From an optimization exercise on the open Yosys and OpenROAD flow, aimed at small area and a short achievable clock period; shortcuts taken in it are not production practice. Function was checked by simulation only, so behaviour that the tests miss may differ from the original.

==> run a <==
==> flow/design.v <==
`timescale 1ns/100ps
module processor (clock, reset, PC, Inst, MemRead, MemWrite, Addr, Din, Dout);
input clock, reset;
input [31:0] Inst, Dout;
output MemRead, MemWrite;
output [31:0] PC, Addr, Din;
reg [31:0] pc_val;
reg [31:0] fd_Inst;
reg [31:0] dx_rd1;       
reg [31:0] dx_rd2;       
reg [15:0] dx_imm;
reg [4:0]  dx_rt;
reg [4:0]  dx_wr;        
reg        dx_fvx;       
reg        dx_fvw;       
reg        dx_load, dx_store, dx_rw, dx_isJAL, dx_stall;
reg        dx_f1x, dx_f1w, dx_f2x, dx_f2w;
reg        dx_R, dx_shift;
reg        dx_sub, dx_s_add, dx_s_and, dx_s_or, dx_s_xor, dx_s_slt, dx_s_sll, dx_s_srl;
reg [31:0] xm_ALU;
reg [31:0] xm_STORE;
reg [4:0]  xm_rt;
reg [4:0]  xm_wr;
reg        xm_fvx, xm_fvw, xm_load, xm_rw, xm_isJAL, xm_rd, xm_wrm;
reg [31:0] mw_val;
reg [4:0]  mw_wr;
reg        mw_fvw, mw_rw, mw_isJAL;
reg [31:0] gpr [1:31];
wire [5:0] fd_op = fd_Inst[31:26];
wire [5:0] fd_fn = fd_Inst[5:0];
wire [4:0] fd_rs = fd_Inst[25:21];
wire [4:0] fd_rt = fd_Inst[20:16];
wire [4:0] fd_rd = fd_Inst[15:11];
wire d_R     = (fd_op == 6'd0);
wire d_shift = d_R && ((fd_fn == 6'b000000) || (fd_fn == 6'b000010));
wire d_JR    = d_R && (fd_fn == 6'b001000);
wire d_JAL   = (fd_op == 6'b000011);
wire d_J     = (fd_op == 6'b000010) || d_JAL;
wire d_beq   = (fd_op == 6'b000100);
wire d_bne   = (fd_op == 6'b000101);
wire d_br    = d_beq || d_bne;
wire d_load  = (fd_op[5:3] == 3'b100);
wire d_store = (fd_op[5:3] == 3'b101);
wire [4:0] ra1 = d_shift ? fd_rt : fd_rs;
wire [31:0] rf1 = (ra1   == 5'd0) ? 32'd0 : gpr[ra1];
wire [31:0] rf2 = (fd_rt == 5'd0) ? 32'd0 : gpr[fd_rt];
wire d2en = (d_R && !d_shift) || d_br;
wire f1x = xm_fvx && (xm_wr == ra1);
wire f1w = mw_fvw && (mw_wr == ra1);
wire f2x = d2en && xm_fvx && (xm_wr == fd_rt);
wire f2w = d2en && mw_fvw && (mw_wr == fd_rt);
wire [31:0] d1 = f1x ? xm_ALU : f1w ? mw_val : rf1;
wire [31:0] d2 = f2x ? xm_ALU : f2w ? mw_val : rf2;
wire eq    = (d1 == d2);
wire bcond = (d_beq && eq) || (d_bne && !eq);
wire d_stall = (dx_load &&
                ((d_R && ((dx_rt == ra1) || (!d_JR && (dx_rt == fd_rt)))) ||
                 (!d_R && !d_J && (dx_rt == fd_rs)) ||
                 (d_br && (dx_rt == fd_rt)))) ||
               (xm_load &&
                (((d_br || d_JR) && (xm_rt == fd_rs)) ||
                 (d_br && (xm_rt == fd_rt))));
wire kill = d_J || bcond || d_JR;
wire [31:0] pc4   = pc_val + 32'd4;
wire [31:0] brtgt = pc_val + {{14{fd_Inst[15]}}, fd_Inst[15:0], 2'b00};
wire [4:0] d_wr  = d_JAL ? 5'd31 : (d_R ? fd_rd : fd_rt);
wire d_wrnz      = (d_wr != 5'd0);
wire d_fvx       = !fd_op[5] && d_wrnz;
wire d_fvw       = !(fd_op[5] && fd_op[3]) && d_wrnz;
wire d_rw        = !d_store && !d_br && (fd_op != 6'b000010) && !d_JR && d_wrnz;
wire d_add  = d_R ? ((fd_fn != 6'b100100) && (fd_fn != 6'b100101) && (fd_fn != 6'b000000) &&
                     (fd_fn != 6'b101010) && (fd_fn != 6'b000010) && (fd_fn != 6'b100010) &&
                     (fd_fn != 6'b100110))
                  : ((fd_op != 6'b001100) && (fd_op != 6'b001101) && (fd_op != 6'b001010) &&
                     (fd_op != 6'b001110));
wire d_and  = d_R ? (fd_fn == 6'b100100) : (fd_op == 6'b001100);
wire d_or   = d_R ? (fd_fn == 6'b100101) : (fd_op == 6'b001101);
wire d_xor  = d_R ? (fd_fn == 6'b100110) : (fd_op == 6'b001110);
wire d_slt  = d_R ? (fd_fn == 6'b101010) : (fd_op == 6'b001010);
wire d_subo = d_R && (fd_fn == 6'b100010);
wire d_sll  = d_R && (fd_fn == 6'b000000);
wire d_srl  = d_R && (fd_fn == 6'b000010);
always @(posedge clock or posedge reset) begin
  if (reset) begin
    pc_val  <= 32'd0;
    fd_Inst <= 32'd0;
  end else begin
    if (!d_stall) begin
      if (d_J)        pc_val <= {pc_val[31:28], fd_Inst[25:0], 2'b00};
      else if (bcond) pc_val <= brtgt;
      else if (d_JR)  pc_val <= d1;
      else            pc_val <= pc4;
    end
    fd_Inst <= kill ? 32'd0 : (d_stall ? fd_Inst : Inst);
  end
end
always @(posedge clock or posedge reset) begin
  if (reset) begin
    dx_rt <= 5'd0; dx_wr <= 5'd0;
    dx_fvx <= 1'b0; dx_fvw <= 1'b0;
    dx_load <= 1'b0; dx_store <= 1'b0; dx_rw <= 1'b0; dx_isJAL <= 1'b0; dx_stall <= 1'b0;
    dx_f1x <= 1'b0; dx_f1w <= 1'b0; dx_f2x <= 1'b0; dx_f2w <= 1'b0;
    dx_R <= 1'b0; dx_shift <= 1'b0;
    dx_sub <= 1'b0; dx_s_add <= 1'b0; dx_s_and <= 1'b0; dx_s_or <= 1'b0;
    dx_s_xor <= 1'b0; dx_s_slt <= 1'b0; dx_s_sll <= 1'b0; dx_s_srl <= 1'b0;
  end else begin
    dx_rt    <= fd_rt;
    dx_wr    <= d_wr;
    dx_fvx   <= d_fvx;
    dx_fvw   <= d_fvw;
    dx_load  <= d_load;
    dx_store <= d_store;
    dx_rw    <= d_rw;
    dx_isJAL <= d_JAL;
    dx_stall <= d_stall;
    dx_f1x   <= dx_fvx && (dx_wr == ra1);
    dx_f1w   <= xm_fvw && (xm_wr == ra1);
    dx_f2x   <= d_R && !d_shift && dx_fvx && (dx_wr == fd_rt);
    dx_f2w   <= d_R && !d_shift && xm_fvw && (xm_wr == fd_rt);
    dx_R     <= d_R;
    dx_shift <= d_shift;
    dx_sub   <= d_subo || d_slt;
    dx_s_add <= d_add || d_subo;
    dx_s_and <= d_and;
    dx_s_or  <= d_or;
    dx_s_xor <= d_xor;
    dx_s_slt <= d_slt;
    dx_s_sll <= d_sll;
    dx_s_srl <= d_srl;
  end
end
always @(posedge clock) begin
  dx_rd1 <= dx_isJAL ? dx_rd2 : d1;
  dx_rd2 <= d_JAL ? pc4 : d2;
  dx_imm <= fd_Inst[15:0];
end
wire [31:0] A = dx_f1x ? xm_ALU : (dx_f1w ? mw_val : dx_rd1);
wire [31:0] Bn = dx_R ? dx_rd2 : {{16{dx_imm[15]}}, dx_imm};
wire [31:0] B = dx_f2x ? xm_ALU : (dx_f2w ? mw_val : Bn);
wire [4:0]  shamt = dx_imm[10:6];
wire [31:0] sum = A + (dx_sub ? ~B : B) + {31'd0, dx_sub};
wire lt = (A[31] != B[31]) ? A[31] : sum[31];
wire [31:0] A_rev;
genvar gi;
generate
  for (gi = 0; gi < 32; gi = gi + 1) begin : g_rev
    assign A_rev[gi] = A[31-gi];
  end
endgenerate
wire [31:0] sh_in  = dx_s_srl ? A_rev : A;
wire [31:0] sh_out = sh_in << shamt;
wire [31:0] sh_rev;
generate
  for (gi = 0; gi < 32; gi = gi + 1) begin : g_rev2
    assign sh_rev[gi] = sh_out[31-gi];
  end
endgenerate
wire [31:0] result = ({32{dx_s_add}} & sum) |
                     ({32{dx_s_and}} & (A & B)) |
                     ({32{dx_s_or}}  & (A | B)) |
                     ({32{dx_s_xor}} & (A ^ B)) |
                     ({32{dx_s_slt}} & {31'd0, lt}) |
                     ({32{dx_s_sll}} & sh_out) |
                     ({32{dx_s_srl}} & sh_rev);
always @(posedge clock or posedge reset) begin
  if (reset) begin
    xm_rt <= 5'd0; xm_wr <= 5'd0;
    xm_fvx <= 1'b0; xm_fvw <= 1'b0; xm_load <= 1'b0; xm_rw <= 1'b0; xm_isJAL <= 1'b0;
    xm_rd <= 1'b0; xm_wrm <= 1'b0;
  end else begin
    xm_rt    <= dx_rt;
    xm_wr    <= dx_wr;
    xm_fvx   <= dx_fvx;
    xm_fvw   <= dx_fvw;
    xm_load  <= dx_load;
    xm_rw    <= dx_rw && !dx_stall;
    xm_isJAL <= dx_isJAL;
    xm_rd    <= dx_load && !dx_stall;
    xm_wrm   <= dx_store && !dx_stall;
  end
end
always @(posedge clock) begin
  xm_ALU   <= result;
  xm_STORE <= dx_rd2;
end
assign PC       = pc_val;
assign Addr     = xm_ALU;
assign Din      = xm_STORE;
assign MemRead  = xm_rd;
assign MemWrite = xm_wrm;
always @(posedge clock or posedge reset) begin
  if (reset) begin
    mw_wr <= 5'd0; mw_fvw <= 1'b0; mw_rw <= 1'b0; mw_isJAL <= 1'b0;
  end else begin
    mw_wr    <= xm_wr;
    mw_fvw   <= xm_fvw;
    mw_rw    <= xm_rw;
    mw_isJAL <= xm_isJAL;
  end
end
always @(posedge clock) begin
  mw_val <= xm_load ? Dout : xm_ALU;
end
wire [31:0] wb_data = mw_isJAL ? xm_ALU : mw_val;
always @(posedge clock) begin
  if (mw_rw) gpr[mw_wr] <= wb_data;
end
endmodule
==> flow/run.sh <==
#!/bin/bash
# synth_recipe.tcl (not shown) runs the flow's synth.tcl, then flattens the netlist and writes it again
# the make line also repeats each setting of config.mk as NAME=value (left out here)
make -C /OpenROAD-flow-scripts/flow DESIGN_CONFIG=/design/flow/config.mk WORK_HOME=/design/flow/orfs CLKGATE_MAP_FILE= SYNTH_SCRIPT=/design/flow/synth_recipe.tcl finish
==> flow/config.mk <==
export PLATFORM = sky130hd
export DESIGN_NAME = processor
export DESIGN_NICKNAME = processor
export VERILOG_FILES = /design/flow/design.v
export SDC_FILE = /design/flow/constraint.sdc
export NUM_CORES = 4
export LEC_CHECK = 0
export CAP_MARGIN = 20
export CORE_MARGIN = 2
export CORE_UTILIZATION = 40
export PLACE_DENSITY = 0.6
export SLEW_MARGIN = 20
==> flow/constraint.sdc <==
create_clock -name core_clock -period 9.0 [get_ports {clock}]
set_input_delay 1.8000 -clock core_clock [delete_from_list [all_inputs] [get_ports {clock}]]
set_output_delay 1.8000 -clock core_clock [all_outputs]
set_load 0.01 [all_outputs]
==> run b (differences from run a) <==
--- a/flow/design.v
+++ b/flow/design.v
@@ -6,6 +6,8 @@
 output [31:0] PC, Addr, Din;
 reg [31:0] pc_val;
 reg [31:0] fd_Inst;
+reg        fd_v;         
+reg [4:0]  fd_ra1;       
 reg [31:0] dx_rd1;       
 reg [31:0] dx_rd2;       
 reg [15:0] dx_imm;
@@ -31,17 +33,17 @@
 wire [4:0] fd_rs = fd_Inst[25:21];
 wire [4:0] fd_rt = fd_Inst[20:16];
 wire [4:0] fd_rd = fd_Inst[15:11];
-wire d_R     = (fd_op == 6'd0);
-wire d_shift = d_R && ((fd_fn == 6'b000000) || (fd_fn == 6'b000010));
-wire d_JR    = d_R && (fd_fn == 6'b001000);
-wire d_JAL   = (fd_op == 6'b000011);
-wire d_J     = (fd_op == 6'b000010) || d_JAL;
-wire d_beq   = (fd_op == 6'b000100);
-wire d_bne   = (fd_op == 6'b000101);
+wire d_R     = !fd_v || (fd_op == 6'd0);
+wire d_shift = !fd_v || (d_R && ((fd_fn == 6'b000000) || (fd_fn == 6'b000010)));
+wire d_JR    = fd_v && (fd_op == 6'd0) && (fd_fn == 6'b001000);
+wire d_JAL   = fd_v && (fd_op == 6'b000011);
+wire d_J     = fd_v && ((fd_op == 6'b000010) || (fd_op == 6'b000011));
+wire d_beq   = fd_v && (fd_op == 6'b000100);
+wire d_bne   = fd_v && (fd_op == 6'b000101);
 wire d_br    = d_beq || d_bne;
-wire d_load  = (fd_op[5:3] == 3'b100);
-wire d_store = (fd_op[5:3] == 3'b101);
-wire [4:0] ra1 = d_shift ? fd_rt : fd_rs;
+wire d_load  = fd_v && (fd_op[5:3] == 3'b100);
+wire d_store = fd_v && (fd_op[5:3] == 3'b101);
+wire [4:0] ra1 = fd_ra1;
 wire [31:0] rf1 = (ra1   == 5'd0) ? 32'd0 : gpr[ra1];
 wire [31:0] rf2 = (fd_rt == 5'd0) ? 32'd0 : gpr[fd_rt];
 wire d2en = (d_R && !d_shift) || d_br;
@@ -53,46 +55,51 @@
 wire [31:0] d2 = f2x ? xm_ALU : f2w ? mw_val : rf2;
 wire eq    = (d1 == d2);
 wire bcond = (d_beq && eq) || (d_bne && !eq);
-wire d_stall = (dx_load &&
+wire d_stall = fd_v && ((dx_load &&
                 ((d_R && ((dx_rt == ra1) || (!d_JR && (dx_rt == fd_rt)))) ||
                  (!d_R && !d_J && (dx_rt == fd_rs)) ||
                  (d_br && (dx_rt == fd_rt)))) ||
                (xm_load &&
                 (((d_br || d_JR) && (xm_rt == fd_rs)) ||
-                 (d_br && (xm_rt == fd_rt))));
+                 (d_br && (xm_rt == fd_rt)))));
 wire kill = d_J || bcond || d_JR;
 wire [31:0] pc4   = pc_val + 32'd4;
 wire [31:0] brtgt = pc_val + {{14{fd_Inst[15]}}, fd_Inst[15:0], 2'b00};
 wire [4:0] d_wr  = d_JAL ? 5'd31 : (d_R ? fd_rd : fd_rt);
-wire d_wrnz      = (d_wr != 5'd0);
+wire d_wrnz      = fd_v && (d_wr != 5'd0);
 wire d_fvx       = !fd_op[5] && d_wrnz;
 wire d_fvw       = !(fd_op[5] && fd_op[3]) && d_wrnz;
 wire d_rw        = !d_store && !d_br && (fd_op != 6'b000010) && !d_JR && d_wrnz;
-wire d_add  = d_R ? ((fd_fn != 6'b100100) && (fd_fn != 6'b100101) && (fd_fn != 6'b000000) &&
+wire d_add  = !fd_v ? 1'b0 : d_R ? ((fd_fn != 6'b100100) && (fd_fn != 6'b100101) && (fd_fn != 6'b000000) &&
                      (fd_fn != 6'b101010) && (fd_fn != 6'b000010) && (fd_fn != 6'b100010) &&
                      (fd_fn != 6'b100110))
                   : ((fd_op != 6'b001100) && (fd_op != 6'b001101) && (fd_op != 6'b001010) &&
                      (fd_op != 6'b001110));
-wire d_and  = d_R ? (fd_fn == 6'b100100) : (fd_op == 6'b001100);
-wire d_or   = d_R ? (fd_fn == 6'b100101) : (fd_op == 6'b001101);
-wire d_xor  = d_R ? (fd_fn == 6'b100110) : (fd_op == 6'b001110);
-wire d_slt  = d_R ? (fd_fn == 6'b101010) : (fd_op == 6'b001010);
-wire d_subo = d_R && (fd_fn == 6'b100010);
-wire d_sll  = d_R && (fd_fn == 6'b000000);
-wire d_srl  = d_R && (fd_fn == 6'b000010);
-always @(posedge clock or posedge reset) begin
-  if (reset) begin
-    pc_val  <= 32'd0;
-    fd_Inst <= 32'd0;
-  end else begin
-    if (!d_stall) begin
-      if (d_J)        pc_val <= {pc_val[31:28], fd_Inst[25:0], 2'b00};
-      else if (bcond) pc_val <= brtgt;
-      else if (d_JR)  pc_val <= d1;
-      else            pc_val <= pc4;
-    end
-    fd_Inst <= kill ? 32'd0 : (d_stall ? fd_Inst : Inst);
-  end
+wire d_and  = fd_v && (d_R ? (fd_fn == 6'b100100) : (fd_op == 6'b001100));
+wire d_or   = fd_v && (d_R ? (fd_fn == 6'b100101) : (fd_op == 6'b001101));
+wire d_xor  = fd_v && (d_R ? (fd_fn == 6'b100110) : (fd_op == 6'b001110));
+wire d_slt  = fd_v && (d_R ? (fd_fn == 6'b101010) : (fd_op == 6'b001010));
+wire d_subo = fd_v && d_R && (fd_fn == 6'b100010);
+wire d_sll  = !fd_v || (d_R && (fd_fn == 6'b000000));
+wire d_srl  = fd_v && d_R && (fd_fn == 6'b000010);
+wire i_shift = (Inst[31:26] == 6'd0) && ((Inst[5:0] == 6'b000000) || (Inst[5:0] == 6'b000010));
+wire [4:0] i_ra1 = i_shift ? Inst[20:16] : Inst[25:21];
+wire [31:0] pc_nb = d_stall ? pc_val :
+                    d_J     ? {pc_val[31:28], fd_Inst[25:0], 2'b00} :
+                    d_JR    ? d1 : pc4;
+always @(posedge clock or posedge reset) begin
+  if (reset) begin
+    pc_val <= 32'd0;
+    fd_v   <= 1'b0;
+    fd_ra1 <= 5'd0;
+  end else begin
+    pc_val <= (bcond && !d_stall) ? brtgt : pc_nb;
+    fd_v   <= !kill;
+    if (!d_stall) fd_ra1 <= i_ra1;
+  end
+end
+always @(posedge clock) begin
+  if (!d_stall) fd_Inst <= Inst;
 end
 always @(posedge clock or posedge reset) begin
   if (reset) begin
@@ -113,8 +120,8 @@
     dx_rw    <= d_rw;
     dx_isJAL <= d_JAL;
     dx_stall <= d_stall;
-    dx_f1x   <= dx_fvx && (dx_wr == ra1);
-    dx_f1w   <= xm_fvw && (xm_wr == ra1);
+    dx_f1x   <= fd_v && dx_fvx && (dx_wr == ra1);
+    dx_f1w   <= fd_v && xm_fvw && (xm_wr == ra1);
     dx_f2x   <= d_R && !d_shift && dx_fvx && (dx_wr == fd_rt);
     dx_f2w   <= d_R && !d_shift && xm_fvw && (xm_wr == fd_rt);
     dx_R     <= d_R;
@@ -132,13 +139,14 @@
 always @(posedge clock) begin
   dx_rd1 <= dx_isJAL ? dx_rd2 : d1;
   dx_rd2 <= d_JAL ? pc4 : d2;
-  dx_imm <= fd_Inst[15:0];
+  dx_imm <= fd_v ? fd_Inst[15:0] : 16'd0;
 end
 wire [31:0] A = dx_f1x ? xm_ALU : (dx_f1w ? mw_val : dx_rd1);
 wire [31:0] Bn = dx_R ? dx_rd2 : {{16{dx_imm[15]}}, dx_imm};
 wire [31:0] B = dx_f2x ? xm_ALU : (dx_f2w ? mw_val : Bn);
 wire [4:0]  shamt = dx_imm[10:6];
-wire [31:0] sum = A + (dx_sub ? ~B : B) + {31'd0, dx_sub};
+wire [32:0] sum33 = {A, 1'b1} + {B ^ {32{dx_sub}}, dx_sub};
+wire [31:0] sum = sum33[32:1];
 wire lt = (A[31] != B[31]) ? A[31] : sum[31];
 wire [31:0] A_rev;
 genvar gi;
--- a/flow/config.mk
+++ b/flow/config.mk
@@ -7,6 +7,7 @@
 export LEC_CHECK = 0
 export CAP_MARGIN = 20
 export CORE_MARGIN = 2
-export CORE_UTILIZATION = 40
-export PLACE_DENSITY = 0.6
+export CORE_UTILIZATION = 60
+export PLACE_DENSITY = 0.75
+export SETUP_SLACK_MARGIN = 5
 export SLEW_MARGIN = 20
==> run c (differences from run a) <==
--- a/flow/design.v
+++ b/flow/design.v
@@ -6,6 +6,8 @@
 output [31:0] PC, Addr, Din;
 reg [31:0] pc_val;
 reg [31:0] fd_Inst;
+reg        fd_v;         
+reg [4:0]  fd_ra1;       
 reg [31:0] dx_rd1;       
 reg [31:0] dx_rd2;       
 reg [15:0] dx_imm;
@@ -31,17 +33,17 @@
 wire [4:0] fd_rs = fd_Inst[25:21];
 wire [4:0] fd_rt = fd_Inst[20:16];
 wire [4:0] fd_rd = fd_Inst[15:11];
-wire d_R     = (fd_op == 6'd0);
-wire d_shift = d_R && ((fd_fn == 6'b000000) || (fd_fn == 6'b000010));
-wire d_JR    = d_R && (fd_fn == 6'b001000);
-wire d_JAL   = (fd_op == 6'b000011);
-wire d_J     = (fd_op == 6'b000010) || d_JAL;
-wire d_beq   = (fd_op == 6'b000100);
-wire d_bne   = (fd_op == 6'b000101);
+wire d_R     = !fd_v || (fd_op == 6'd0);
+wire d_shift = !fd_v || (d_R && ((fd_fn == 6'b000000) || (fd_fn == 6'b000010)));
+wire d_JR    = fd_v && (fd_op == 6'd0) && (fd_fn == 6'b001000);
+wire d_JAL   = fd_v && (fd_op == 6'b000011);
+wire d_J     = fd_v && ((fd_op == 6'b000010) || (fd_op == 6'b000011));
+wire d_beq   = fd_v && (fd_op == 6'b000100);
+wire d_bne   = fd_v && (fd_op == 6'b000101);
 wire d_br    = d_beq || d_bne;
-wire d_load  = (fd_op[5:3] == 3'b100);
-wire d_store = (fd_op[5:3] == 3'b101);
-wire [4:0] ra1 = d_shift ? fd_rt : fd_rs;
+wire d_load  = fd_v && (fd_op[5:3] == 3'b100);
+wire d_store = fd_v && (fd_op[5:3] == 3'b101);
+wire [4:0] ra1 = fd_ra1;
 wire [31:0] rf1 = (ra1   == 5'd0) ? 32'd0 : gpr[ra1];
 wire [31:0] rf2 = (fd_rt == 5'd0) ? 32'd0 : gpr[fd_rt];
 wire d2en = (d_R && !d_shift) || d_br;
@@ -53,46 +55,51 @@
 wire [31:0] d2 = f2x ? xm_ALU : f2w ? mw_val : rf2;
 wire eq    = (d1 == d2);
 wire bcond = (d_beq && eq) || (d_bne && !eq);
-wire d_stall = (dx_load &&
+wire d_stall = fd_v && ((dx_load &&
                 ((d_R && ((dx_rt == ra1) || (!d_JR && (dx_rt == fd_rt)))) ||
                  (!d_R && !d_J && (dx_rt == fd_rs)) ||
                  (d_br && (dx_rt == fd_rt)))) ||
                (xm_load &&
                 (((d_br || d_JR) && (xm_rt == fd_rs)) ||
-                 (d_br && (xm_rt == fd_rt))));
+                 (d_br && (xm_rt == fd_rt)))));
 wire kill = d_J || bcond || d_JR;
 wire [31:0] pc4   = pc_val + 32'd4;
 wire [31:0] brtgt = pc_val + {{14{fd_Inst[15]}}, fd_Inst[15:0], 2'b00};
 wire [4:0] d_wr  = d_JAL ? 5'd31 : (d_R ? fd_rd : fd_rt);
-wire d_wrnz      = (d_wr != 5'd0);
+wire d_wrnz      = fd_v && (d_wr != 5'd0);
 wire d_fvx       = !fd_op[5] && d_wrnz;
 wire d_fvw       = !(fd_op[5] && fd_op[3]) && d_wrnz;
 wire d_rw        = !d_store && !d_br && (fd_op != 6'b000010) && !d_JR && d_wrnz;
-wire d_add  = d_R ? ((fd_fn != 6'b100100) && (fd_fn != 6'b100101) && (fd_fn != 6'b000000) &&
+wire d_add  = !fd_v ? 1'b0 : d_R ? ((fd_fn != 6'b100100) && (fd_fn != 6'b100101) && (fd_fn != 6'b000000) &&
                      (fd_fn != 6'b101010) && (fd_fn != 6'b000010) && (fd_fn != 6'b100010) &&
                      (fd_fn != 6'b100110))
                   : ((fd_op != 6'b001100) && (fd_op != 6'b001101) && (fd_op != 6'b001010) &&
                      (fd_op != 6'b001110));
-wire d_and  = d_R ? (fd_fn == 6'b100100) : (fd_op == 6'b001100);
-wire d_or   = d_R ? (fd_fn == 6'b100101) : (fd_op == 6'b001101);
-wire d_xor  = d_R ? (fd_fn == 6'b100110) : (fd_op == 6'b001110);
-wire d_slt  = d_R ? (fd_fn == 6'b101010) : (fd_op == 6'b001010);
-wire d_subo = d_R && (fd_fn == 6'b100010);
-wire d_sll  = d_R && (fd_fn == 6'b000000);
-wire d_srl  = d_R && (fd_fn == 6'b000010);
-always @(posedge clock or posedge reset) begin
-  if (reset) begin
-    pc_val  <= 32'd0;
-    fd_Inst <= 32'd0;
-  end else begin
-    if (!d_stall) begin
-      if (d_J)        pc_val <= {pc_val[31:28], fd_Inst[25:0], 2'b00};
-      else if (bcond) pc_val <= brtgt;
-      else if (d_JR)  pc_val <= d1;
-      else            pc_val <= pc4;
-    end
-    fd_Inst <= kill ? 32'd0 : (d_stall ? fd_Inst : Inst);
-  end
+wire d_and  = fd_v && (d_R ? (fd_fn == 6'b100100) : (fd_op == 6'b001100));
+wire d_or   = fd_v && (d_R ? (fd_fn == 6'b100101) : (fd_op == 6'b001101));
+wire d_xor  = fd_v && (d_R ? (fd_fn == 6'b100110) : (fd_op == 6'b001110));
+wire d_slt  = fd_v && (d_R ? (fd_fn == 6'b101010) : (fd_op == 6'b001010));
+wire d_subo = fd_v && d_R && (fd_fn == 6'b100010);
+wire d_sll  = !fd_v || (d_R && (fd_fn == 6'b000000));
+wire d_srl  = fd_v && d_R && (fd_fn == 6'b000010);
+wire i_shift = (Inst[31:26] == 6'd0) && ((Inst[5:0] == 6'b000000) || (Inst[5:0] == 6'b000010));
+wire [4:0] i_ra1 = i_shift ? Inst[20:16] : Inst[25:21];
+wire [31:0] pc_nb = d_stall ? pc_val :
+                    d_J     ? {pc_val[31:28], fd_Inst[25:0], 2'b00} :
+                    d_JR    ? d1 : pc4;
+always @(posedge clock or posedge reset) begin
+  if (reset) begin
+    pc_val <= 32'd0;
+    fd_v   <= 1'b0;
+    fd_ra1 <= 5'd0;
+  end else begin
+    pc_val <= (bcond && !d_stall) ? brtgt : pc_nb;
+    fd_v   <= !kill;
+    if (!d_stall) fd_ra1 <= i_ra1;
+  end
+end
+always @(posedge clock) begin
+  if (!d_stall) fd_Inst <= Inst;
 end
 always @(posedge clock or posedge reset) begin
   if (reset) begin
@@ -113,8 +120,8 @@
     dx_rw    <= d_rw;
     dx_isJAL <= d_JAL;
     dx_stall <= d_stall;
-    dx_f1x   <= dx_fvx && (dx_wr == ra1);
-    dx_f1w   <= xm_fvw && (xm_wr == ra1);
+    dx_f1x   <= fd_v && dx_fvx && (dx_wr == ra1);
+    dx_f1w   <= fd_v && xm_fvw && (xm_wr == ra1);
     dx_f2x   <= d_R && !d_shift && dx_fvx && (dx_wr == fd_rt);
     dx_f2w   <= d_R && !d_shift && xm_fvw && (xm_wr == fd_rt);
     dx_R     <= d_R;
@@ -132,13 +139,14 @@
 always @(posedge clock) begin
   dx_rd1 <= dx_isJAL ? dx_rd2 : d1;
   dx_rd2 <= d_JAL ? pc4 : d2;
-  dx_imm <= fd_Inst[15:0];
+  dx_imm <= fd_v ? fd_Inst[15:0] : 16'd0;
 end
 wire [31:0] A = dx_f1x ? xm_ALU : (dx_f1w ? mw_val : dx_rd1);
 wire [31:0] Bn = dx_R ? dx_rd2 : {{16{dx_imm[15]}}, dx_imm};
 wire [31:0] B = dx_f2x ? xm_ALU : (dx_f2w ? mw_val : Bn);
 wire [4:0]  shamt = dx_imm[10:6];
-wire [31:0] sum = A + (dx_sub ? ~B : B) + {31'd0, dx_sub};
+wire [32:0] sum33 = {A, 1'b1} + {B ^ {32{dx_sub}}, dx_sub};
+wire [31:0] sum = sum33[32:1];
 wire lt = (A[31] != B[31]) ? A[31] : sum[31];
 wire [31:0] A_rev;
 genvar gi;
--- a/flow/config.mk
+++ b/flow/config.mk
@@ -9,4 +9,5 @@
 export CORE_MARGIN = 2
 export CORE_UTILIZATION = 40
 export PLACE_DENSITY = 0.6
+export SETUP_SLACK_MARGIN = 5
 export SLEW_MARGIN = 20
==> impl_metrics.toml <==
[status]
status = "complete, no violations"

[global_routing]
grt_pass1_wl_um = 370000

[floorplan]
die-width_um = 339

[finish]
design_area_mm2 = 0.0799

[placement]
pre_cts_ws_ps = 2520

[power]
p_comb_w = 0.00501
Source of the figures above: run b

==> impl_metrics.toml <==
[floorplan]
die-width_um = 420

[finish]
design_area_mm2 = 0.0792
largest_reg_flops = 992

[global_routing]
grt_pass1_wl_um = 415000

[placement]
pre_cts_ws_ps = 1330

[status]
status = "complete, no violations"

[power]
p_comb_w = 0.00524
Source of the figures above: run a

==> impl_metrics.toml <==
[status]
status = "complete, no violations"

[finish]
design_area_mm2 = 0.0802

[global_routing]
grt_pass1_wl_um = 374000

[power]
p_comb_w = 0.00486
Source of the figures above: run c

==> re-timing with driven ports <==
In the flow no input, the clock included, has a driving cell. The finished layouts below were timed again as built, in two steps. Step 1 sets driving cells, clkbuf_16 on the clock port and buf_2 on the other inputs (assumed; they add their load-dependent delay and slew). Step 2 moves the port delays by t, midway between the first and last clock arrival at a register: inputs arrive t later, outputs are due t later. That takes back most of the time a late clock gives input paths. Slacks: no drivers / after step 1 / after step 2; pairs: no drivers / after step 1.
run | t (ns) | setup slack, ns | worst slew at a driven data input, ns | cell pins on the clock port's net
run a | 0.891 | 0.941 / 0.941 / 0.941 | 0.07 | 1
run b | 0.851 | 3.832 / 3.832 / 3.832 | 0.06 | 1
run c | 0.877 | 3.669 / 3.669 / 3.669 | 0.05 | 1
After both steps every run listed still meets setup and hold.
